Context: an optimization exercise on an open-source flow, tuned for small area and a short achievable clock period. The choices shown serve that exercise and are no tape-out recipe. In this exercise RTL edits were held to simulation tests only and were not proved equivalent to the original. Power figures rest on the tool's default switching activity, not on a simulated workload.

### design/flow/design.v
module PE (
	input              clk          ,
	input              rst_n        ,
	input              reset_pe     ,
	input              write_out_en ,
	input      [15:0]  top_in       ,
	input      [15:0]  left_in      ,
	input      [15:0]  mac_in       ,
	output reg [15:0]  bottom_out   ,
	output reg [15:0]  right_out    ,
	output reg [15:0]  mac_out
);
	wire [15:0] pp [0:15];
	genvar gi;
	generate
		for (gi = 0; gi < 16; gi = gi + 1) begin : g_pp
			assign pp[gi] = left_in[gi] ? top_in : 16'd0;
		end
	endgenerate
	reg  [15:0] acc ;
	wire n0 = acc[1] ^ pp[0][1];
	wire n1 = acc[1] & pp[0][1];
	wire n2 = acc[2] ^ pp[0][2] ^ pp[1][1];
	wire n3 = (acc[2] & pp[0][2]) | (acc[2] & pp[1][1]) | (pp[0][2] & pp[1][1]);
	wire n4 = pp[2][0] ^ n1;
	wire n5 = pp[2][0] & n1;
	wire n6 = acc[3] ^ pp[0][3] ^ pp[1][2];
	wire n7 = (acc[3] & pp[0][3]) | (acc[3] & pp[1][2]) | (pp[0][3] & pp[1][2]);
	wire n8 = pp[2][1] ^ pp[3][0] ^ n3;
	wire n9 = (pp[2][1] & pp[3][0]) | (pp[2][1] & n3) | (pp[3][0] & n3);
	wire n10 = n5 ^ n6;
	wire n11 = n5 & n6;
	wire n12 = acc[4] ^ pp[0][4] ^ pp[1][3];
	wire n13 = (acc[4] & pp[0][4]) | (acc[4] & pp[1][3]) | (pp[0][4] & pp[1][3]);
	wire n14 = pp[2][2] ^ pp[3][1] ^ pp[4][0];
	wire n15 = (pp[2][2] & pp[3][1]) | (pp[2][2] & pp[4][0]) | (pp[3][1] & pp[4][0]);
	wire n16 = n7 ^ n12 ^ n14;
	wire n17 = (n7 & n12) | (n7 & n14) | (n12 & n14);
	wire n18 = n11 ^ n9;
	wire n19 = n11 & n9;
	wire n20 = acc[5] ^ pp[0][5] ^ pp[1][4];
	wire n21 = (acc[5] & pp[0][5]) | (acc[5] & pp[1][4]) | (pp[0][5] & pp[1][4]);
	wire n22 = pp[2][3] ^ pp[3][2] ^ pp[4][1];
	wire n23 = (pp[2][3] & pp[3][2]) | (pp[2][3] & pp[4][1]) | (pp[3][2] & pp[4][1]);
	wire n24 = pp[5][0] ^ n13 ^ n15;
	wire n25 = (pp[5][0] & n13) | (pp[5][0] & n15) | (n13 & n15);
	wire n26 = n20 ^ n22 ^ n17;
	wire n27 = (n20 & n22) | (n20 & n17) | (n22 & n17);
	wire n28 = n24 ^ n19;
	wire n29 = n24 & n19;
	wire n30 = acc[6] ^ pp[0][6] ^ pp[1][5];
	wire n31 = (acc[6] & pp[0][6]) | (acc[6] & pp[1][5]) | (pp[0][6] & pp[1][5]);
	wire n32 = pp[2][4] ^ pp[3][3] ^ pp[4][2];
	wire n33 = (pp[2][4] & pp[3][3]) | (pp[2][4] & pp[4][2]) | (pp[3][3] & pp[4][2]);
	wire n34 = pp[5][1] ^ pp[6][0] ^ n21;
	wire n35 = (pp[5][1] & pp[6][0]) | (pp[5][1] & n21) | (pp[6][0] & n21);
	wire n36 = n23 ^ n30 ^ n32;
	wire n37 = (n23 & n30) | (n23 & n32) | (n30 & n32);
	wire n38 = n25 ^ n34 ^ n36;
	wire n39 = (n25 & n34) | (n25 & n36) | (n34 & n36);
	wire n40 = n27 ^ n29;
	wire n41 = n27 & n29;
	wire n42 = acc[7] ^ pp[0][7] ^ pp[1][6];
	wire n43 = (acc[7] & pp[0][7]) | (acc[7] & pp[1][6]) | (pp[0][7] & pp[1][6]);
	wire n44 = pp[2][5] ^ pp[3][4] ^ pp[4][3];
	wire n45 = (pp[2][5] & pp[3][4]) | (pp[2][5] & pp[4][3]) | (pp[3][4] & pp[4][3]);
	wire n46 = pp[5][2] ^ pp[6][1] ^ pp[7][0];
	wire n47 = (pp[5][2] & pp[6][1]) | (pp[5][2] & pp[7][0]) | (pp[6][1] & pp[7][0]);
	wire n48 = n31 ^ n33 ^ n42;
	wire n49 = (n31 & n33) | (n31 & n42) | (n33 & n42);
	wire n50 = n44 ^ n46 ^ n35;
	wire n51 = (n44 & n46) | (n44 & n35) | (n46 & n35);
	wire n52 = n37 ^ n48 ^ n50;
	wire n53 = (n37 & n48) | (n37 & n50) | (n48 & n50);
	wire n54 = n39 ^ n41;
	wire n55 = n39 & n41;
	wire n56 = acc[8] ^ pp[0][8] ^ pp[1][7];
	wire n57 = (acc[8] & pp[0][8]) | (acc[8] & pp[1][7]) | (pp[0][8] & pp[1][7]);
	wire n58 = pp[2][6] ^ pp[3][5] ^ pp[4][4];
	wire n59 = (pp[2][6] & pp[3][5]) | (pp[2][6] & pp[4][4]) | (pp[3][5] & pp[4][4]);
	wire n60 = pp[5][3] ^ pp[6][2] ^ pp[7][1];
	wire n61 = (pp[5][3] & pp[6][2]) | (pp[5][3] & pp[7][1]) | (pp[6][2] & pp[7][1]);
	wire n62 = pp[8][0] ^ n43 ^ n45;
	wire n63 = (pp[8][0] & n43) | (pp[8][0] & n45) | (n43 & n45);
	wire n64 = n47 ^ n56 ^ n58;
	wire n65 = (n47 & n56) | (n47 & n58) | (n56 & n58);
	wire n66 = n60 ^ n49 ^ n62;
	wire n67 = (n60 & n49) | (n60 & n62) | (n49 & n62);
	wire n68 = n64 ^ n51 ^ n66;
	wire n69 = (n64 & n51) | (n64 & n66) | (n51 & n66);
	wire n70 = n53 ^ n55;
	wire n71 = n53 & n55;
	wire n72 = acc[9] ^ pp[0][9] ^ pp[1][8];
	wire n73 = (acc[9] & pp[0][9]) | (acc[9] & pp[1][8]) | (pp[0][9] & pp[1][8]);
	wire n74 = pp[2][7] ^ pp[3][6] ^ pp[4][5];
	wire n75 = (pp[2][7] & pp[3][6]) | (pp[2][7] & pp[4][5]) | (pp[3][6] & pp[4][5]);
	wire n76 = pp[5][4] ^ pp[6][3] ^ pp[7][2];
	wire n77 = (pp[5][4] & pp[6][3]) | (pp[5][4] & pp[7][2]) | (pp[6][3] & pp[7][2]);
	wire n78 = pp[8][1] ^ pp[9][0] ^ n57;
	wire n79 = (pp[8][1] & pp[9][0]) | (pp[8][1] & n57) | (pp[9][0] & n57);
	wire n80 = n59 ^ n61 ^ n72;
	wire n81 = (n59 & n61) | (n59 & n72) | (n61 & n72);
	wire n82 = n74 ^ n76 ^ n63;
	wire n83 = (n74 & n76) | (n74 & n63) | (n76 & n63);
	wire n84 = n65 ^ n78 ^ n80;
	wire n85 = (n65 & n78) | (n65 & n80) | (n78 & n80);
	wire n86 = n67 ^ n82 ^ n84;
	wire n87 = (n67 & n82) | (n67 & n84) | (n82 & n84);
	wire n88 = n69 ^ n86;
	wire n89 = n69 & n86;
	wire n90 = acc[10] ^ pp[0][10] ^ pp[10][0];
	wire n91 = (acc[10] & pp[0][10]) | (acc[10] & pp[10][0]) | (pp[0][10] & pp[10][0]);
	wire n92 = pp[1][9] ^ pp[2][8] ^ pp[3][7];
	wire n93 = (pp[1][9] & pp[2][8]) | (pp[1][9] & pp[3][7]) | (pp[2][8] & pp[3][7]);
	wire n94 = pp[4][6] ^ pp[5][5] ^ pp[6][4];
	wire n95 = (pp[4][6] & pp[5][5]) | (pp[4][6] & pp[6][4]) | (pp[5][5] & pp[6][4]);
	wire n96 = pp[7][3] ^ pp[8][2] ^ pp[9][1];
	wire n97 = (pp[7][3] & pp[8][2]) | (pp[7][3] & pp[9][1]) | (pp[8][2] & pp[9][1]);
	wire n98 = n73 ^ n75 ^ n77;
	wire n99 = (n73 & n75) | (n73 & n77) | (n75 & n77);
	wire n100 = n90 ^ n92 ^ n94;
	wire n101 = (n90 & n92) | (n90 & n94) | (n92 & n94);
	wire n102 = n96 ^ n79 ^ n81;
	wire n103 = (n96 & n79) | (n96 & n81) | (n79 & n81);
	wire n104 = n98 ^ n100 ^ n83;
	wire n105 = (n98 & n100) | (n98 & n83) | (n100 & n83);
	wire n106 = n102 ^ n85 ^ n104;
	wire n107 = (n102 & n85) | (n102 & n104) | (n85 & n104);
	wire n108 = n87 ^ n89;
	wire n109 = n87 & n89;
	wire n110 = acc[11] ^ pp[0][11] ^ pp[10][1];
	wire n111 = (acc[11] & pp[0][11]) | (acc[11] & pp[10][1]) | (pp[0][11] & pp[10][1]);
	wire n112 = pp[11][0] ^ pp[1][10] ^ pp[2][9];
	wire n113 = (pp[11][0] & pp[1][10]) | (pp[11][0] & pp[2][9]) | (pp[1][10] & pp[2][9]);
	wire n114 = pp[3][8] ^ pp[4][7] ^ pp[5][6];
	wire n115 = (pp[3][8] & pp[4][7]) | (pp[3][8] & pp[5][6]) | (pp[4][7] & pp[5][6]);
	wire n116 = pp[6][5] ^ pp[7][4] ^ pp[8][3];
	wire n117 = (pp[6][5] & pp[7][4]) | (pp[6][5] & pp[8][3]) | (pp[7][4] & pp[8][3]);
	wire n118 = pp[9][2] ^ n91 ^ n93;
	wire n119 = (pp[9][2] & n91) | (pp[9][2] & n93) | (n91 & n93);
	wire n120 = n95 ^ n97 ^ n110;
	wire n121 = (n95 & n97) | (n95 & n110) | (n97 & n110);
	wire n122 = n112 ^ n114 ^ n116;
	wire n123 = (n112 & n114) | (n112 & n116) | (n114 & n116);
	wire n124 = n99 ^ n101 ^ n118;
	wire n125 = (n99 & n101) | (n99 & n118) | (n101 & n118);
	wire n126 = n120 ^ n122 ^ n103;
	wire n127 = (n120 & n122) | (n120 & n103) | (n122 & n103);
	wire n128 = n124 ^ n105 ^ n126;
	wire n129 = (n124 & n105) | (n124 & n126) | (n105 & n126);
	wire n130 = n107 ^ n128;
	wire n131 = n107 & n128;
	wire n132 = acc[12] ^ pp[0][12] ^ pp[10][2];
	wire n133 = (acc[12] & pp[0][12]) | (acc[12] & pp[10][2]) | (pp[0][12] & pp[10][2]);
	wire n134 = pp[11][1] ^ pp[12][0] ^ pp[1][11];
	wire n135 = (pp[11][1] & pp[12][0]) | (pp[11][1] & pp[1][11]) | (pp[12][0] & pp[1][11]);
	wire n136 = pp[2][10] ^ pp[3][9] ^ pp[4][8];
	wire n137 = (pp[2][10] & pp[3][9]) | (pp[2][10] & pp[4][8]) | (pp[3][9] & pp[4][8]);
	wire n138 = pp[5][7] ^ pp[6][6] ^ pp[7][5];
	wire n139 = (pp[5][7] & pp[6][6]) | (pp[5][7] & pp[7][5]) | (pp[6][6] & pp[7][5]);
	wire n140 = pp[8][4] ^ pp[9][3] ^ n111;
	wire n141 = (pp[8][4] & pp[9][3]) | (pp[8][4] & n111) | (pp[9][3] & n111);
	wire n142 = n113 ^ n115 ^ n117;
	wire n143 = (n113 & n115) | (n113 & n117) | (n115 & n117);
	wire n144 = n132 ^ n134 ^ n136;
	wire n145 = (n132 & n134) | (n132 & n136) | (n134 & n136);
	wire n146 = n138 ^ n119 ^ n121;
	wire n147 = (n138 & n119) | (n138 & n121) | (n119 & n121);
	wire n148 = n123 ^ n140 ^ n142;
	wire n149 = (n123 & n140) | (n123 & n142) | (n140 & n142);
	wire n150 = n144 ^ n125 ^ n146;
	wire n151 = (n144 & n125) | (n144 & n146) | (n125 & n146);
	wire n152 = n148 ^ n127 ^ n150;
	wire n153 = (n148 & n127) | (n148 & n150) | (n127 & n150);
	wire n154 = n129 ^ n152;
	wire n155 = n129 & n152;
	wire n156 = acc[13] ^ pp[0][13] ^ pp[10][3];
	wire n157 = (acc[13] & pp[0][13]) | (acc[13] & pp[10][3]) | (pp[0][13] & pp[10][3]);
	wire n158 = pp[11][2] ^ pp[12][1] ^ pp[13][0];
	wire n159 = (pp[11][2] & pp[12][1]) | (pp[11][2] & pp[13][0]) | (pp[12][1] & pp[13][0]);
	wire n160 = pp[1][12] ^ pp[2][11] ^ pp[3][10];
	wire n161 = (pp[1][12] & pp[2][11]) | (pp[1][12] & pp[3][10]) | (pp[2][11] & pp[3][10]);
	wire n162 = pp[4][9] ^ pp[5][8] ^ pp[6][7];
	wire n163 = (pp[4][9] & pp[5][8]) | (pp[4][9] & pp[6][7]) | (pp[5][8] & pp[6][7]);
	wire n164 = pp[7][6] ^ pp[8][5] ^ pp[9][4];
	wire n165 = (pp[7][6] & pp[8][5]) | (pp[7][6] & pp[9][4]) | (pp[8][5] & pp[9][4]);
	wire n166 = n133 ^ n135 ^ n137;
	wire n167 = (n133 & n135) | (n133 & n137) | (n135 & n137);
	wire n168 = n139 ^ n156 ^ n158;
	wire n169 = (n139 & n156) | (n139 & n158) | (n156 & n158);
	wire n170 = n160 ^ n162 ^ n164;
	wire n171 = (n160 & n162) | (n160 & n164) | (n162 & n164);
	wire n172 = n141 ^ n143 ^ n145;
	wire n173 = (n141 & n143) | (n141 & n145) | (n143 & n145);
	wire n174 = n166 ^ n168 ^ n170;
	wire n175 = (n166 & n168) | (n166 & n170) | (n168 & n170);
	wire n176 = n147 ^ n149 ^ n172;
	wire n177 = (n147 & n149) | (n147 & n172) | (n149 & n172);
	wire n178 = n174 ^ n151 ^ n176;
	wire n179 = (n174 & n151) | (n174 & n176) | (n151 & n176);
	wire n180 = n153 ^ n178;
	wire n181 = n153 & n178;
	wire n182 = acc[14] ^ pp[0][14] ^ pp[10][4];
	wire n183 = (acc[14] & pp[0][14]) | (acc[14] & pp[10][4]) | (pp[0][14] & pp[10][4]);
	wire n184 = pp[11][3] ^ pp[12][2] ^ pp[13][1];
	wire n185 = (pp[11][3] & pp[12][2]) | (pp[11][3] & pp[13][1]) | (pp[12][2] & pp[13][1]);
	wire n186 = pp[14][0] ^ pp[1][13] ^ pp[2][12];
	wire n187 = (pp[14][0] & pp[1][13]) | (pp[14][0] & pp[2][12]) | (pp[1][13] & pp[2][12]);
	wire n188 = pp[3][11] ^ pp[4][10] ^ pp[5][9];
	wire n189 = (pp[3][11] & pp[4][10]) | (pp[3][11] & pp[5][9]) | (pp[4][10] & pp[5][9]);
	wire n190 = pp[6][8] ^ pp[7][7] ^ pp[8][6];
	wire n191 = (pp[6][8] & pp[7][7]) | (pp[6][8] & pp[8][6]) | (pp[7][7] & pp[8][6]);
	wire n192 = pp[9][5] ^ n157 ^ n159;
	wire n193 = (pp[9][5] & n157) | (pp[9][5] & n159) | (n157 & n159);
	wire n194 = n161 ^ n163 ^ n165;
	wire n195 = (n161 & n163) | (n161 & n165) | (n163 & n165);
	wire n196 = n182 ^ n184 ^ n186;
	wire n197 = (n182 & n184) | (n182 & n186) | (n184 & n186);
	wire n198 = n188 ^ n190 ^ n167;
	wire n199 = (n188 & n190) | (n188 & n167) | (n190 & n167);
	wire n200 = n169 ^ n171 ^ n192;
	wire n201 = (n169 & n171) | (n169 & n192) | (n171 & n192);
	wire n202 = n194 ^ n196 ^ n173;
	wire n203 = (n194 & n196) | (n194 & n173) | (n196 & n173);
	wire n204 = n198 ^ n175 ^ n200;
	wire n205 = (n198 & n175) | (n198 & n200) | (n175 & n200);
	wire n206 = n177 ^ n202 ^ n204;
	wire n207 = (n177 & n202) | (n177 & n204) | (n202 & n204);
	wire n208 = n179 ^ n206;
	wire n209 = n179 & n206;
	wire n210 = acc[15] ^ pp[0][15] ^ pp[10][5];
	wire n211 = pp[11][4] ^ pp[12][3] ^ pp[13][2];
	wire n212 = pp[14][1] ^ pp[15][0] ^ pp[1][14];
	wire n213 = pp[2][13] ^ pp[3][12] ^ pp[4][11];
	wire n214 = pp[5][10] ^ pp[6][9] ^ pp[7][8];
	wire n215 = pp[8][7] ^ pp[9][6] ^ n183;
	wire n216 = n185 ^ n187 ^ n189;
	wire n217 = n191 ^ n210 ^ n211;
	wire n218 = n212 ^ n213 ^ n214;
	wire n219 = n193 ^ n195 ^ n197;
	wire n220 = n215 ^ n216 ^ n217;
	wire n221 = n218 ^ n199 ^ n201;
	wire n222 = n219 ^ n220 ^ n203;
	wire n223 = n205 ^ n221 ^ n222;
	wire n224 = n207 ^ n209;
	wire [15:0] ra = {n223, n181, n155, n131, n109, n106, n71, n68, n52, n38, n28, n16, n10, n2, pp[1][0], acc[0]};
	wire [15:0] rb = {n224, n208, n180, n154, n130, n108, n88, n70, n54, n40, n26, n18, n8, n4, n0, pp[0][0]};
	always @(posedge clk or negedge rst_n) begin
		if (!rst_n) begin
			acc        <= 16'd0 ;
			bottom_out <= 16'd0 ;
			right_out  <= 16'd0 ;
			mac_out    <= 16'd0 ;
		end
		else begin
			acc        <= reset_pe ? 16'd0 : (ra + rb) ;
			bottom_out <= top_in ;
			right_out  <= left_in ;
			mac_out    <= write_out_en ? mac_in : acc ;
		end
	end
endmodule
module PE_cs (
	input              clk          ,
	input              rst_n        ,
	input              reset_pe     ,
	input              write_out_en ,
	input      [15:0]  top_in       ,
	input      [15:0]  left_in      ,
	input      [15:0]  mac_in       ,
	output reg [15:0]  bottom_out   ,
	output reg [15:0]  right_out    ,
	output reg [15:0]  mac_out
);
	wire [15:0] pp [0:15];
	genvar gi;
	generate
		for (gi = 0; gi < 16; gi = gi + 1) begin : g_pp
			assign pp[gi] = left_in[gi] ? top_in : 16'd0;
		end
	endgenerate
	reg  [15:0] accs ;
	reg  [15:1] accc ;
	wire n0 = accc[1] ^ accs[1] ^ pp[0][1];
	wire n1 = (accc[1] & accs[1]) | (accc[1] & pp[0][1]) | (accs[1] & pp[0][1]);
	wire n2 = accc[2] ^ accs[2] ^ pp[0][2];
	wire n3 = (accc[2] & accs[2]) | (accc[2] & pp[0][2]) | (accs[2] & pp[0][2]);
	wire n4 = pp[1][1] ^ pp[2][0] ^ n1;
	wire n5 = (pp[1][1] & pp[2][0]) | (pp[1][1] & n1) | (pp[2][0] & n1);
	wire n6 = accc[3] ^ accs[3] ^ pp[0][3];
	wire n7 = (accc[3] & accs[3]) | (accc[3] & pp[0][3]) | (accs[3] & pp[0][3]);
	wire n8 = pp[1][2] ^ pp[2][1] ^ pp[3][0];
	wire n9 = (pp[1][2] & pp[2][1]) | (pp[1][2] & pp[3][0]) | (pp[2][1] & pp[3][0]);
	wire n10 = n3 ^ n6 ^ n8;
	wire n11 = (n3 & n6) | (n3 & n8) | (n6 & n8);
	wire n12 = accc[4] ^ accs[4] ^ pp[0][4];
	wire n13 = (accc[4] & accs[4]) | (accc[4] & pp[0][4]) | (accs[4] & pp[0][4]);
	wire n14 = pp[1][3] ^ pp[2][2] ^ pp[3][1];
	wire n15 = (pp[1][3] & pp[2][2]) | (pp[1][3] & pp[3][1]) | (pp[2][2] & pp[3][1]);
	wire n16 = pp[4][0] ^ n7 ^ n9;
	wire n17 = (pp[4][0] & n7) | (pp[4][0] & n9) | (n7 & n9);
	wire n18 = n12 ^ n14 ^ n11;
	wire n19 = (n12 & n14) | (n12 & n11) | (n14 & n11);
	wire n20 = accc[5] ^ accs[5] ^ pp[0][5];
	wire n21 = (accc[5] & accs[5]) | (accc[5] & pp[0][5]) | (accs[5] & pp[0][5]);
	wire n22 = pp[1][4] ^ pp[2][3] ^ pp[3][2];
	wire n23 = (pp[1][4] & pp[2][3]) | (pp[1][4] & pp[3][2]) | (pp[2][3] & pp[3][2]);
	wire n24 = pp[4][1] ^ pp[5][0] ^ n13;
	wire n25 = (pp[4][1] & pp[5][0]) | (pp[4][1] & n13) | (pp[5][0] & n13);
	wire n26 = n15 ^ n20 ^ n22;
	wire n27 = (n15 & n20) | (n15 & n22) | (n20 & n22);
	wire n28 = n17 ^ n24 ^ n26;
	wire n29 = (n17 & n24) | (n17 & n26) | (n24 & n26);
	wire n30 = accc[6] ^ accs[6] ^ pp[0][6];
	wire n31 = (accc[6] & accs[6]) | (accc[6] & pp[0][6]) | (accs[6] & pp[0][6]);
	wire n32 = pp[1][5] ^ pp[2][4] ^ pp[3][3];
	wire n33 = (pp[1][5] & pp[2][4]) | (pp[1][5] & pp[3][3]) | (pp[2][4] & pp[3][3]);
	wire n34 = pp[4][2] ^ pp[5][1] ^ pp[6][0];
	wire n35 = (pp[4][2] & pp[5][1]) | (pp[4][2] & pp[6][0]) | (pp[5][1] & pp[6][0]);
	wire n36 = n21 ^ n23 ^ n30;
	wire n37 = (n21 & n23) | (n21 & n30) | (n23 & n30);
	wire n38 = n32 ^ n34 ^ n25;
	wire n39 = (n32 & n34) | (n32 & n25) | (n34 & n25);
	wire n40 = n27 ^ n36 ^ n38;
	wire n41 = (n27 & n36) | (n27 & n38) | (n36 & n38);
	wire n42 = accc[7] ^ accs[7] ^ pp[0][7];
	wire n43 = (accc[7] & accs[7]) | (accc[7] & pp[0][7]) | (accs[7] & pp[0][7]);
	wire n44 = pp[1][6] ^ pp[2][5] ^ pp[3][4];
	wire n45 = (pp[1][6] & pp[2][5]) | (pp[1][6] & pp[3][4]) | (pp[2][5] & pp[3][4]);
	wire n46 = pp[4][3] ^ pp[5][2] ^ pp[6][1];
	wire n47 = (pp[4][3] & pp[5][2]) | (pp[4][3] & pp[6][1]) | (pp[5][2] & pp[6][1]);
	wire n48 = pp[7][0] ^ n31 ^ n33;
	wire n49 = (pp[7][0] & n31) | (pp[7][0] & n33) | (n31 & n33);
	wire n50 = n35 ^ n42 ^ n44;
	wire n51 = (n35 & n42) | (n35 & n44) | (n42 & n44);
	wire n52 = n46 ^ n37 ^ n48;
	wire n53 = (n46 & n37) | (n46 & n48) | (n37 & n48);
	wire n54 = n50 ^ n39 ^ n52;
	wire n55 = (n50 & n39) | (n50 & n52) | (n39 & n52);
	wire n56 = accc[8] ^ accs[8] ^ pp[0][8];
	wire n57 = (accc[8] & accs[8]) | (accc[8] & pp[0][8]) | (accs[8] & pp[0][8]);
	wire n58 = pp[1][7] ^ pp[2][6] ^ pp[3][5];
	wire n59 = (pp[1][7] & pp[2][6]) | (pp[1][7] & pp[3][5]) | (pp[2][6] & pp[3][5]);
	wire n60 = pp[4][4] ^ pp[5][3] ^ pp[6][2];
	wire n61 = (pp[4][4] & pp[5][3]) | (pp[4][4] & pp[6][2]) | (pp[5][3] & pp[6][2]);
	wire n62 = pp[7][1] ^ pp[8][0] ^ n43;
	wire n63 = (pp[7][1] & pp[8][0]) | (pp[7][1] & n43) | (pp[8][0] & n43);
	wire n64 = n45 ^ n47 ^ n56;
	wire n65 = (n45 & n47) | (n45 & n56) | (n47 & n56);
	wire n66 = n58 ^ n60 ^ n49;
	wire n67 = (n58 & n60) | (n58 & n49) | (n60 & n49);
	wire n68 = n51 ^ n62 ^ n64;
	wire n69 = (n51 & n62) | (n51 & n64) | (n62 & n64);
	wire n70 = n53 ^ n66 ^ n68;
	wire n71 = (n53 & n66) | (n53 & n68) | (n66 & n68);
	wire n72 = accc[9] ^ accs[9] ^ pp[0][9];
	wire n73 = (accc[9] & accs[9]) | (accc[9] & pp[0][9]) | (accs[9] & pp[0][9]);
	wire n74 = pp[1][8] ^ pp[2][7] ^ pp[3][6];
	wire n75 = (pp[1][8] & pp[2][7]) | (pp[1][8] & pp[3][6]) | (pp[2][7] & pp[3][6]);
	wire n76 = pp[4][5] ^ pp[5][4] ^ pp[6][3];
	wire n77 = (pp[4][5] & pp[5][4]) | (pp[4][5] & pp[6][3]) | (pp[5][4] & pp[6][3]);
	wire n78 = pp[7][2] ^ pp[8][1] ^ pp[9][0];
	wire n79 = (pp[7][2] & pp[8][1]) | (pp[7][2] & pp[9][0]) | (pp[8][1] & pp[9][0]);
	wire n80 = n57 ^ n59 ^ n61;
	wire n81 = (n57 & n59) | (n57 & n61) | (n59 & n61);
	wire n82 = n72 ^ n74 ^ n76;
	wire n83 = (n72 & n74) | (n72 & n76) | (n74 & n76);
	wire n84 = n78 ^ n63 ^ n65;
	wire n85 = (n78 & n63) | (n78 & n65) | (n63 & n65);
	wire n86 = n80 ^ n82 ^ n67;
	wire n87 = (n80 & n82) | (n80 & n67) | (n82 & n67);
	wire n88 = n69 ^ n84 ^ n86;
	wire n89 = (n69 & n84) | (n69 & n86) | (n84 & n86);
	wire n90 = accc[10] ^ accs[10] ^ pp[0][10];
	wire n91 = (accc[10] & accs[10]) | (accc[10] & pp[0][10]) | (accs[10] & pp[0][10]);
	wire n92 = pp[10][0] ^ pp[1][9] ^ pp[2][8];
	wire n93 = (pp[10][0] & pp[1][9]) | (pp[10][0] & pp[2][8]) | (pp[1][9] & pp[2][8]);
	wire n94 = pp[3][7] ^ pp[4][6] ^ pp[5][5];
	wire n95 = (pp[3][7] & pp[4][6]) | (pp[3][7] & pp[5][5]) | (pp[4][6] & pp[5][5]);
	wire n96 = pp[6][4] ^ pp[7][3] ^ pp[8][2];
	wire n97 = (pp[6][4] & pp[7][3]) | (pp[6][4] & pp[8][2]) | (pp[7][3] & pp[8][2]);
	wire n98 = pp[9][1] ^ n73 ^ n75;
	wire n99 = (pp[9][1] & n73) | (pp[9][1] & n75) | (n73 & n75);
	wire n100 = n77 ^ n79 ^ n90;
	wire n101 = (n77 & n79) | (n77 & n90) | (n79 & n90);
	wire n102 = n92 ^ n94 ^ n96;
	wire n103 = (n92 & n94) | (n92 & n96) | (n94 & n96);
	wire n104 = n81 ^ n83 ^ n98;
	wire n105 = (n81 & n83) | (n81 & n98) | (n83 & n98);
	wire n106 = n100 ^ n102 ^ n85;
	wire n107 = (n100 & n102) | (n100 & n85) | (n102 & n85);
	wire n108 = n104 ^ n87 ^ n106;
	wire n109 = (n104 & n87) | (n104 & n106) | (n87 & n106);
	wire n110 = accc[11] ^ accs[11] ^ pp[0][11];
	wire n111 = (accc[11] & accs[11]) | (accc[11] & pp[0][11]) | (accs[11] & pp[0][11]);
	wire n112 = pp[10][1] ^ pp[11][0] ^ pp[1][10];
	wire n113 = (pp[10][1] & pp[11][0]) | (pp[10][1] & pp[1][10]) | (pp[11][0] & pp[1][10]);
	wire n114 = pp[2][9] ^ pp[3][8] ^ pp[4][7];
	wire n115 = (pp[2][9] & pp[3][8]) | (pp[2][9] & pp[4][7]) | (pp[3][8] & pp[4][7]);
	wire n116 = pp[5][6] ^ pp[6][5] ^ pp[7][4];
	wire n117 = (pp[5][6] & pp[6][5]) | (pp[5][6] & pp[7][4]) | (pp[6][5] & pp[7][4]);
	wire n118 = pp[8][3] ^ pp[9][2] ^ n91;
	wire n119 = (pp[8][3] & pp[9][2]) | (pp[8][3] & n91) | (pp[9][2] & n91);
	wire n120 = n93 ^ n95 ^ n97;
	wire n121 = (n93 & n95) | (n93 & n97) | (n95 & n97);
	wire n122 = n110 ^ n112 ^ n114;
	wire n123 = (n110 & n112) | (n110 & n114) | (n112 & n114);
	wire n124 = n116 ^ n99 ^ n101;
	wire n125 = (n116 & n99) | (n116 & n101) | (n99 & n101);
	wire n126 = n103 ^ n118 ^ n120;
	wire n127 = (n103 & n118) | (n103 & n120) | (n118 & n120);
	wire n128 = n122 ^ n105 ^ n124;
	wire n129 = (n122 & n105) | (n122 & n124) | (n105 & n124);
	wire n130 = n126 ^ n107 ^ n128;
	wire n131 = (n126 & n107) | (n126 & n128) | (n107 & n128);
	wire n132 = accc[12] ^ accs[12] ^ pp[0][12];
	wire n133 = (accc[12] & accs[12]) | (accc[12] & pp[0][12]) | (accs[12] & pp[0][12]);
	wire n134 = pp[10][2] ^ pp[11][1] ^ pp[12][0];
	wire n135 = (pp[10][2] & pp[11][1]) | (pp[10][2] & pp[12][0]) | (pp[11][1] & pp[12][0]);
	wire n136 = pp[1][11] ^ pp[2][10] ^ pp[3][9];
	wire n137 = (pp[1][11] & pp[2][10]) | (pp[1][11] & pp[3][9]) | (pp[2][10] & pp[3][9]);
	wire n138 = pp[4][8] ^ pp[5][7] ^ pp[6][6];
	wire n139 = (pp[4][8] & pp[5][7]) | (pp[4][8] & pp[6][6]) | (pp[5][7] & pp[6][6]);
	wire n140 = pp[7][5] ^ pp[8][4] ^ pp[9][3];
	wire n141 = (pp[7][5] & pp[8][4]) | (pp[7][5] & pp[9][3]) | (pp[8][4] & pp[9][3]);
	wire n142 = n111 ^ n113 ^ n115;
	wire n143 = (n111 & n113) | (n111 & n115) | (n113 & n115);
	wire n144 = n117 ^ n132 ^ n134;
	wire n145 = (n117 & n132) | (n117 & n134) | (n132 & n134);
	wire n146 = n136 ^ n138 ^ n140;
	wire n147 = (n136 & n138) | (n136 & n140) | (n138 & n140);
	wire n148 = n119 ^ n121 ^ n123;
	wire n149 = (n119 & n121) | (n119 & n123) | (n121 & n123);
	wire n150 = n142 ^ n144 ^ n146;
	wire n151 = (n142 & n144) | (n142 & n146) | (n144 & n146);
	wire n152 = n125 ^ n127 ^ n148;
	wire n153 = (n125 & n127) | (n125 & n148) | (n127 & n148);
	wire n154 = n150 ^ n129 ^ n152;
	wire n155 = (n150 & n129) | (n150 & n152) | (n129 & n152);
	wire n156 = accc[13] ^ accs[13] ^ pp[0][13];
	wire n157 = (accc[13] & accs[13]) | (accc[13] & pp[0][13]) | (accs[13] & pp[0][13]);
	wire n158 = pp[10][3] ^ pp[11][2] ^ pp[12][1];
	wire n159 = (pp[10][3] & pp[11][2]) | (pp[10][3] & pp[12][1]) | (pp[11][2] & pp[12][1]);
	wire n160 = pp[13][0] ^ pp[1][12] ^ pp[2][11];
	wire n161 = (pp[13][0] & pp[1][12]) | (pp[13][0] & pp[2][11]) | (pp[1][12] & pp[2][11]);
	wire n162 = pp[3][10] ^ pp[4][9] ^ pp[5][8];
	wire n163 = (pp[3][10] & pp[4][9]) | (pp[3][10] & pp[5][8]) | (pp[4][9] & pp[5][8]);
	wire n164 = pp[6][7] ^ pp[7][6] ^ pp[8][5];
	wire n165 = (pp[6][7] & pp[7][6]) | (pp[6][7] & pp[8][5]) | (pp[7][6] & pp[8][5]);
	wire n166 = pp[9][4] ^ n133 ^ n135;
	wire n167 = (pp[9][4] & n133) | (pp[9][4] & n135) | (n133 & n135);
	wire n168 = n137 ^ n139 ^ n141;
	wire n169 = (n137 & n139) | (n137 & n141) | (n139 & n141);
	wire n170 = n156 ^ n158 ^ n160;
	wire n171 = (n156 & n158) | (n156 & n160) | (n158 & n160);
	wire n172 = n162 ^ n164 ^ n143;
	wire n173 = (n162 & n164) | (n162 & n143) | (n164 & n143);
	wire n174 = n145 ^ n147 ^ n166;
	wire n175 = (n145 & n147) | (n145 & n166) | (n147 & n166);
	wire n176 = n168 ^ n170 ^ n149;
	wire n177 = (n168 & n170) | (n168 & n149) | (n170 & n149);
	wire n178 = n172 ^ n151 ^ n174;
	wire n179 = (n172 & n151) | (n172 & n174) | (n151 & n174);
	wire n180 = n153 ^ n176 ^ n178;
	wire n181 = (n153 & n176) | (n153 & n178) | (n176 & n178);
	wire n182 = accc[14] ^ accs[14] ^ pp[0][14];
	wire n183 = (accc[14] & accs[14]) | (accc[14] & pp[0][14]) | (accs[14] & pp[0][14]);
	wire n184 = pp[10][4] ^ pp[11][3] ^ pp[12][2];
	wire n185 = (pp[10][4] & pp[11][3]) | (pp[10][4] & pp[12][2]) | (pp[11][3] & pp[12][2]);
	wire n186 = pp[13][1] ^ pp[14][0] ^ pp[1][13];
	wire n187 = (pp[13][1] & pp[14][0]) | (pp[13][1] & pp[1][13]) | (pp[14][0] & pp[1][13]);
	wire n188 = pp[2][12] ^ pp[3][11] ^ pp[4][10];
	wire n189 = (pp[2][12] & pp[3][11]) | (pp[2][12] & pp[4][10]) | (pp[3][11] & pp[4][10]);
	wire n190 = pp[5][9] ^ pp[6][8] ^ pp[7][7];
	wire n191 = (pp[5][9] & pp[6][8]) | (pp[5][9] & pp[7][7]) | (pp[6][8] & pp[7][7]);
	wire n192 = pp[8][6] ^ pp[9][5] ^ n157;
	wire n193 = (pp[8][6] & pp[9][5]) | (pp[8][6] & n157) | (pp[9][5] & n157);
	wire n194 = n159 ^ n161 ^ n163;
	wire n195 = (n159 & n161) | (n159 & n163) | (n161 & n163);
	wire n196 = n165 ^ n182 ^ n184;
	wire n197 = (n165 & n182) | (n165 & n184) | (n182 & n184);
	wire n198 = n186 ^ n188 ^ n190;
	wire n199 = (n186 & n188) | (n186 & n190) | (n188 & n190);
	wire n200 = n167 ^ n169 ^ n171;
	wire n201 = (n167 & n169) | (n167 & n171) | (n169 & n171);
	wire n202 = n192 ^ n194 ^ n196;
	wire n203 = (n192 & n194) | (n192 & n196) | (n194 & n196);
	wire n204 = n198 ^ n173 ^ n175;
	wire n205 = (n198 & n173) | (n198 & n175) | (n173 & n175);
	wire n206 = n200 ^ n202 ^ n177;
	wire n207 = (n200 & n202) | (n200 & n177) | (n202 & n177);
	wire n208 = n179 ^ n204 ^ n206;
	wire n209 = (n179 & n204) | (n179 & n206) | (n204 & n206);
	wire n210 = accc[15] ^ accs[15] ^ pp[0][15];
	wire n211 = pp[10][5] ^ pp[11][4] ^ pp[12][3];
	wire n212 = pp[13][2] ^ pp[14][1] ^ pp[15][0];
	wire n213 = pp[1][14] ^ pp[2][13] ^ pp[3][12];
	wire n214 = pp[4][11] ^ pp[5][10] ^ pp[6][9];
	wire n215 = pp[7][8] ^ pp[8][7] ^ pp[9][6];
	wire n216 = n183 ^ n185 ^ n187;
	wire n217 = n189 ^ n191 ^ n210;
	wire n218 = n211 ^ n212 ^ n213;
	wire n219 = n214 ^ n215 ^ n193;
	wire n220 = n195 ^ n197 ^ n199;
	wire n221 = n216 ^ n217 ^ n218;
	wire n222 = n201 ^ n219 ^ n203;
	wire n223 = n220 ^ n221 ^ n205;
	wire n224 = n222 ^ n207 ^ n223;
	wire [15:0] ra = {n209, n181, n155, n131, n109, n89, n71, n55, n41, n29, n19, n16, n5, n2, pp[1][0], accs[0]};
	wire [15:0] rb = {n224, n208, n180, n154, n130, n108, n88, n70, n54, n40, n28, n18, n10, n4, n0, pp[0][0]};
	wire [15:0] acc = accs + {accc, 1'b0} ;
	always @(posedge clk or negedge rst_n) begin
		if (!rst_n) begin
			accs       <= 16'd0 ;
			accc       <= 15'd0 ;
			bottom_out <= 16'd0 ;
			right_out  <= 16'd0 ;
			mac_out    <= 16'd0 ;
		end
		else begin
			accs       <= reset_pe ? 16'd0 : ra ;
			accc       <= reset_pe ? 15'd0 : rb[15:1] ;
			bottom_out <= top_in ;
			right_out  <= left_in ;
			mac_out    <= write_out_en ? mac_in : acc ;
		end
	end
endmodule
module PE_array #(
    parameter DATA_WIDTH    = 16 ,
    parameter SYSTOLIC_SIZE = 4
) (
    input                                       clk          ,
    input                                       rst_n        ,
    input                                       reset_pe     ,
    input                                       write_out_en ,
    input  [SYSTOLIC_SIZE * DATA_WIDTH - 1 : 0] wgt_in       ,
    input  [SYSTOLIC_SIZE * DATA_WIDTH - 1 : 0] ifm_in       ,
    output [SYSTOLIC_SIZE * DATA_WIDTH - 1 : 0] ofm_out
);
    wire [SYSTOLIC_SIZE * SYSTOLIC_SIZE * DATA_WIDTH - 1 : 0] right_out  ;
    wire [SYSTOLIC_SIZE * SYSTOLIC_SIZE * DATA_WIDTH - 1 : 0] bottom_out ;
    wire [SYSTOLIC_SIZE * SYSTOLIC_SIZE * DATA_WIDTH - 1 : 0] mac_out    ;
    genvar i, j;
    generate
        for (i = 0; i < SYSTOLIC_SIZE; i = i + 1) begin : row
            for (j = 0; j < SYSTOLIC_SIZE; j = j + 1) begin : col
                wire [DATA_WIDTH - 1 : 0] t_in = (i == 0) ? wgt_in [j*DATA_WIDTH +: DATA_WIDTH] : bottom_out [((i-1)*SYSTOLIC_SIZE + j) * DATA_WIDTH +: DATA_WIDTH] ;
                wire [DATA_WIDTH - 1 : 0] l_in = (j == 0) ? ifm_in [i*DATA_WIDTH +: DATA_WIDTH] : right_out  [(i*SYSTOLIC_SIZE + (j-1)) * DATA_WIDTH +: DATA_WIDTH] ;
                wire [DATA_WIDTH - 1 : 0] m_in = (j == SYSTOLIC_SIZE - 1) ? {DATA_WIDTH{1'b0}} : mac_out [(i*SYSTOLIC_SIZE + (j+1)) * DATA_WIDTH +: DATA_WIDTH] ;
                if (0) begin : cs
                    PE_cs pe_inst (
                        .clk (clk), .rst_n (rst_n), .reset_pe (reset_pe), .write_out_en (write_out_en),
                        .top_in (t_in), .left_in (l_in), .mac_in (m_in),
                        .bottom_out (bottom_out [(i*SYSTOLIC_SIZE + j) * DATA_WIDTH +: DATA_WIDTH]),
                        .right_out  (right_out  [(i*SYSTOLIC_SIZE + j) * DATA_WIDTH +: DATA_WIDTH]),
                        .mac_out    (mac_out    [(i*SYSTOLIC_SIZE + j) * DATA_WIDTH +: DATA_WIDTH])
                    );
                end else begin : pl
                    PE pe_inst (
                        .clk (clk), .rst_n (rst_n), .reset_pe (reset_pe), .write_out_en (write_out_en),
                        .top_in (t_in), .left_in (l_in), .mac_in (m_in),
                        .bottom_out (bottom_out [(i*SYSTOLIC_SIZE + j) * DATA_WIDTH +: DATA_WIDTH]),
                        .right_out  (right_out  [(i*SYSTOLIC_SIZE + j) * DATA_WIDTH +: DATA_WIDTH]),
                        .mac_out    (mac_out    [(i*SYSTOLIC_SIZE + j) * DATA_WIDTH +: DATA_WIDTH])
                    );
                end
            end
        end
    endgenerate
    generate
        for (i = 0; i < SYSTOLIC_SIZE; i = i + 1) begin : ofm
            assign ofm_out[i*DATA_WIDTH +: DATA_WIDTH] = mac_out[i*SYSTOLIC_SIZE*DATA_WIDTH +: DATA_WIDTH];
        end
    endgenerate
endmodule
### design/flow/run.sh
#!/bin/bash
# synth_recipe.tcl (not shown) runs the flow's synth.tcl, then flattens the netlist and writes it again
# the make line also repeats each setting of config.mk as NAME=value (left out here)
make -C /OpenROAD-flow-scripts/flow DESIGN_CONFIG=/design/flow/config.mk WORK_HOME=/design/flow/orfs CLKGATE_MAP_FILE= SYNTH_SCRIPT=/design/flow/synth_recipe.tcl finish
### design/flow/config.mk
export PLATFORM = sky130hd
export DESIGN_NAME = PE_array
export DESIGN_NICKNAME = PE_array
export VERILOG_FILES = /design/flow/design.v
export SDC_FILE = /design/flow/constraint.sdc
export NUM_CORES = 4
export LEC_CHECK = 0
export CAP_MARGIN = 20
export CORE_MARGIN = 2
export CORE_UTILIZATION = 40
export PLACE_DENSITY = 0.6
export SLEW_MARGIN = 20
### design/flow/constraint.sdc
create_clock -name core_clock -period 6.5 [get_ports {clk}]
set_input_delay 1.3000 -clock core_clock [delete_from_list [all_inputs] [get_ports {clk}]]
set_output_delay 1.3000 -clock core_clock [all_outputs]
set_load 0.01 [all_outputs]
==> run notes <==
[worst max-delay path, cell delays in order]
cell and delay [ns]:
clkdlybuf4s50_1 0.63, and2_1 0.30, fa_1 0.53, inv_1 0.05
fa_1 0.53, inv_1 0.05, fa_1 0.41, inv_1 0.08
fa_1 0.44, fa_1 0.54, inv_1 0.04, ha_1 0.29
ha_1 0.36, nand3_1 0.09, nor2_1 0.10, a211oi_1 0.06
a21o_1 0.16, a31oi_1 0.20, xnor2_1 0.15, nor2_1 0.05
[cells by family (layout without fill, tap and decap cells)]
group                      after synthesis  in the layout  synth area share [%]
AOI/OAI and AO/OA                      556            556                  4.09
xor gates and xnor gates               599            599                  6.01
adders and majority gates             1936           1936                  38.8
buffers and inverters                 1873           2153                  7.74
DFF                                    896            896                  24.7
muxes                                  161            161                  1.99
other                                    0              5                     0
and+or+nand+nor                       2964           2964                  16.7
[power groups by stage]
stage / clock [uW] / sequential [uW] / combinational [uW]
detailed placement: 0 / 8380 / 46400
finish: 6030 / 8300 / 46700
floorplan: 0 / 7700 / 35900
CTS: 6190 / 8300 / 46900
global route: 6430 / 8410 / 52900
global placement: 0 / 8390 / 45700
[final timing paths]
check	start	end	slack, ns	depth (start not counted)
max in group asynchronous	rst_n	row[0].col[0].pl.pe_inst.acc[6]	4.60	2
min reg2reg	row[0].col[1].pl.pe_inst.bottom_out[15]	row[1].col[1].pl.pe_inst.bottom_out[15]	0.41	0
min in group asynchronous	rst_n	row[3].col[3].pl.pe_inst.acc[4]	0.56	1
max	wgt_in[20]	row[0].col[1].pl.pe_inst.acc[15]	0.72	20
max reg2reg	row[1].col[2].pl.pe_inst.right_out[1]	row[1].col[3].pl.pe_inst.acc[15]	0.96	17
min	row[0].col[1].pl.pe_inst.bottom_out[15]	row[1].col[1].pl.pe_inst.bottom_out[15]	0.41	0
[cells in the mapped netlist (all sizes together), types with 10 or more instances]
master     n  area share, %
buf       14          0.062
a2111o    20           0.25
xor2     161            1.6
nor3b     18           0.15
o31ai     17           0.14
a21boi    13           0.11
and2    1316            9.1
a21o     105           0.87
ha       464            6.4
nand3     22           0.12
a21oi     98           0.54
nor3      70           0.39
o21ai    147           0.81
nor4bb    11           0.12
fa      1472             32
inv     1561            6.4
a221oi    10          0.096
o22ai     12          0.083
xnor3     16           0.40
nand2   1062            4.4
a41oi     10          0.096
xnor2    422            4.1
nand2b    15           0.10
and4      11           0.11
mux2     161            2.0
dfrtp    896             25
a31oi     49           0.34
clkbuf   298            1.2
nor2b    134           0.92
o21a      27           0.22
nor2     277            1.1
[layer usage]
| layer | vias to the layer above | track usage [%] | share of wire (%) |
|---|---|---|---|
| met2 | 1821 | 37.7 | 49 |
| met3 | 442 | 2.96 | 5.5 |
| li1 | 27342 | - | - |
| met1 | 32469 | 29.9 | 42 |
| met4 | 2 | 6.97 | 3.3 |
| met5 | - | 0 | 0.0040 |
[registers in the layout, indices dropped and copies added (netlist names)]
register and count:
row.col.pl.pe_inst.right_out 192, row.col.pl.pe_inst.bottom_out 192, row.col.pl.pe_inst.acc 256, row.col.pl.pe_inst.mac_out 256
[through the flow]
stage / total power [uW] / util [%]
3_5_place_dp: 54800 / 42.9
2_1_floorplan: 43600 / -
3_3_place_gp: 54100 / 42.9
4_1_cts: 61400 / 44.4
5_1_grt: 67700 / 44.4
6_report: 61000 / 44.4
[cell type report]
type	count	share of cell area, %
Tap cell	3009	3.74
Timing Repair Buffer	409	3.75
Multi-Input combinational cell	6216	61.0
Inverter	1561	5.82
Sequential cell	896	22.3
Clock buffer	119	2.64
Antenna cell	5	0.0124
Clock inverter	64	0.757
==> metrics.md <==
| Metric | Value |
|---|---|
| Ports | a little under 200 |
| Initial antenna violation count | 13 |
| Clock root cell | clkbuf_16 |
| CP Launch Type | input pin |
| Fraction of layout cells with a size suffix above 1 | just over 6% |
| Post-synth top flop | dfrtp_1 |
| Cts hold-fix bufs | 0 |
| Num CTS Buffers | 98 |
| GRT overflow | 0 |
| Max Root-Sink Buffers | 3 |
| Total wire length | 251000 um |
| Total net switching power | about 28000 uW |
| Global-route wire length before repair | around 400000 um |
| Multi-input gate area | slightly above 0.06 sq mm |
| Storage cell area | roughly 0.022 sq mm |
| Yosys warning count | 1 |
| FP Rows | 175 |
| Later-pin clock latency in the skew report | around 0.75 ns |
| Clock Skew | 0.0318 ns |
| Die Area | approximately 0.23 sq mm |
| Placed insts | approximately 12000 |
| Initial drt markers | 4107 |
| RSZ-0062 raised after global routing | false |
| Drt wl/cell | 20.4 um |
| Leakage | roughly 0.05 uW |
| Outcome | no timing/DRC/antenna violations |
| Area growth from synthesis to layout | 10.8% |
| Initial Utilization | between 40% and 50% |
| Crit path time final | a little under 6 ns |
| Ys async rst share | 100% |
| Clk sinks | 896 |
| GP Congestion | around 0.9 |
| Highest Clock Rate | approximately 0.17 GHz |
| Reg power frac | a little over an eighth |
| Syn_area_per_cell | ~10 sq um |
| Max-cap violations | 0 |
| Final setup fails | 0 |
| Final HPWL from detailed placement | 194000 um |
| Setup_tns | 0 ns |
| Final net count | roughly 11000 |
| Die Ht | between 400 and 500 um |
| Syn_nets | around 11000 |
| Number of synthesized flops with an enable pin | 0 |
| VDD IR-drop max | ~540 uV |
| Crit Path Class | input pin to flop |
| Min-Delay Path Class | flop to flop |
| Post-route DRC | 0 |
| Worst Tran Pin Value | 0.833 ns |
| Worst path required time | approximately 7.1 ns |
| Pint | roughly 33000 uW |
| Slew Limit Fails | 0 |
| Mapped Area | around 0.091 sq mm |
| Post-CTS Setup Bufs | 0 |
| Global Route Usage Sum | roughly 22% |
| Post-Synthesis Cells | ~9000 |
| Post-DP Area | approximately 0.097 sq mm |
| Cell Pwr Density | ~610 mW/mm^2 |
| Final Cell Area | about 0.10 sq mm |
| Vias | approximately 62000 |
| Commonest non-fill, non-tap cell in the layout | inv_1 |
| Hold Worst Slack | between 0.4 and 0.5 ns |
| Setup WS pre-CTS | -0.0480 ns |
| Number of global-route vias before repair | approximately 69000 |
| Post-CTS sizing | 0 |
| Router iterations before antenna repair | 6 |
| TritonCTS clock tree | done |
| Seq/Total Area, Yosys | between 20 and 25% |
| Fin worst setup slack | between 0.7 and 0.8 ns |
| Register bit total from synthesis | about 900 |
| Sw frac | 46.0% |
| Rel. slew slack | 43.0% |
| Die X-Extent | ~480 um |
| Clock share of power | 9.9% |
| WP data arrival | between 6 and 7 ns |
| Crit share post-route | approximately nine tenths |
| Reg clk slew, reported paths | ~0.060 ns |
| Crit end category | flop |
| DR vias/cell | 5.06 |
| PortBufs | around 200 |
| Filler Cells Inserted | 21540 |
| Finished Layout Cells | roughly 12000 |
| Gate power share | 76.5% |
| Core Area | 0.227 sq mm |
| Post-synth cell types | 62 |
| H-tree Lvls | 3 |
| Hold Fails Final Rpt | 0 |
| Antenna Nets Post-Route | 0 |
| Most frequent cells in the layout | 1561 x inv_1, 1472 x fa_1, 1316 x and2_1 |
| Worst Path Max Fanout | 10 |
| Largest net degree at the start of global routing | roughly 140 |

[separate check: timing with driven ports]
The results above use ideal ports. As a check the final layout listed here was re-extracted and re-timed, cells and wires unchanged. Step 1: set_driving_cell puts a clkbuf_16 on clk and a buf_2 on each other input, an assumption about the parent block. Step 2, shift: input delay + t, output delay - t, t = (earliest + latest rising clock arrival at the registers) / 2. This alone moves slack from input paths to output paths. Three values: no drivers, after step 1, after step 2; two values: the first two.
t (ns): 0.814
setup slack, ns: 0.718 / 0.762 / -0.052
hold WS [ns]: 0.413 / 0.413 / 0.413
slew at the worst register clock pin (ns): 0.08 / 0.08
cell pins on the clock port's net: 1
With both steps, setup timing fails in this run, where it was met with ideal ports. For this run, drivers alone change the setup slack by +0.044 ns; drivers and shift together by -0.770 ns.
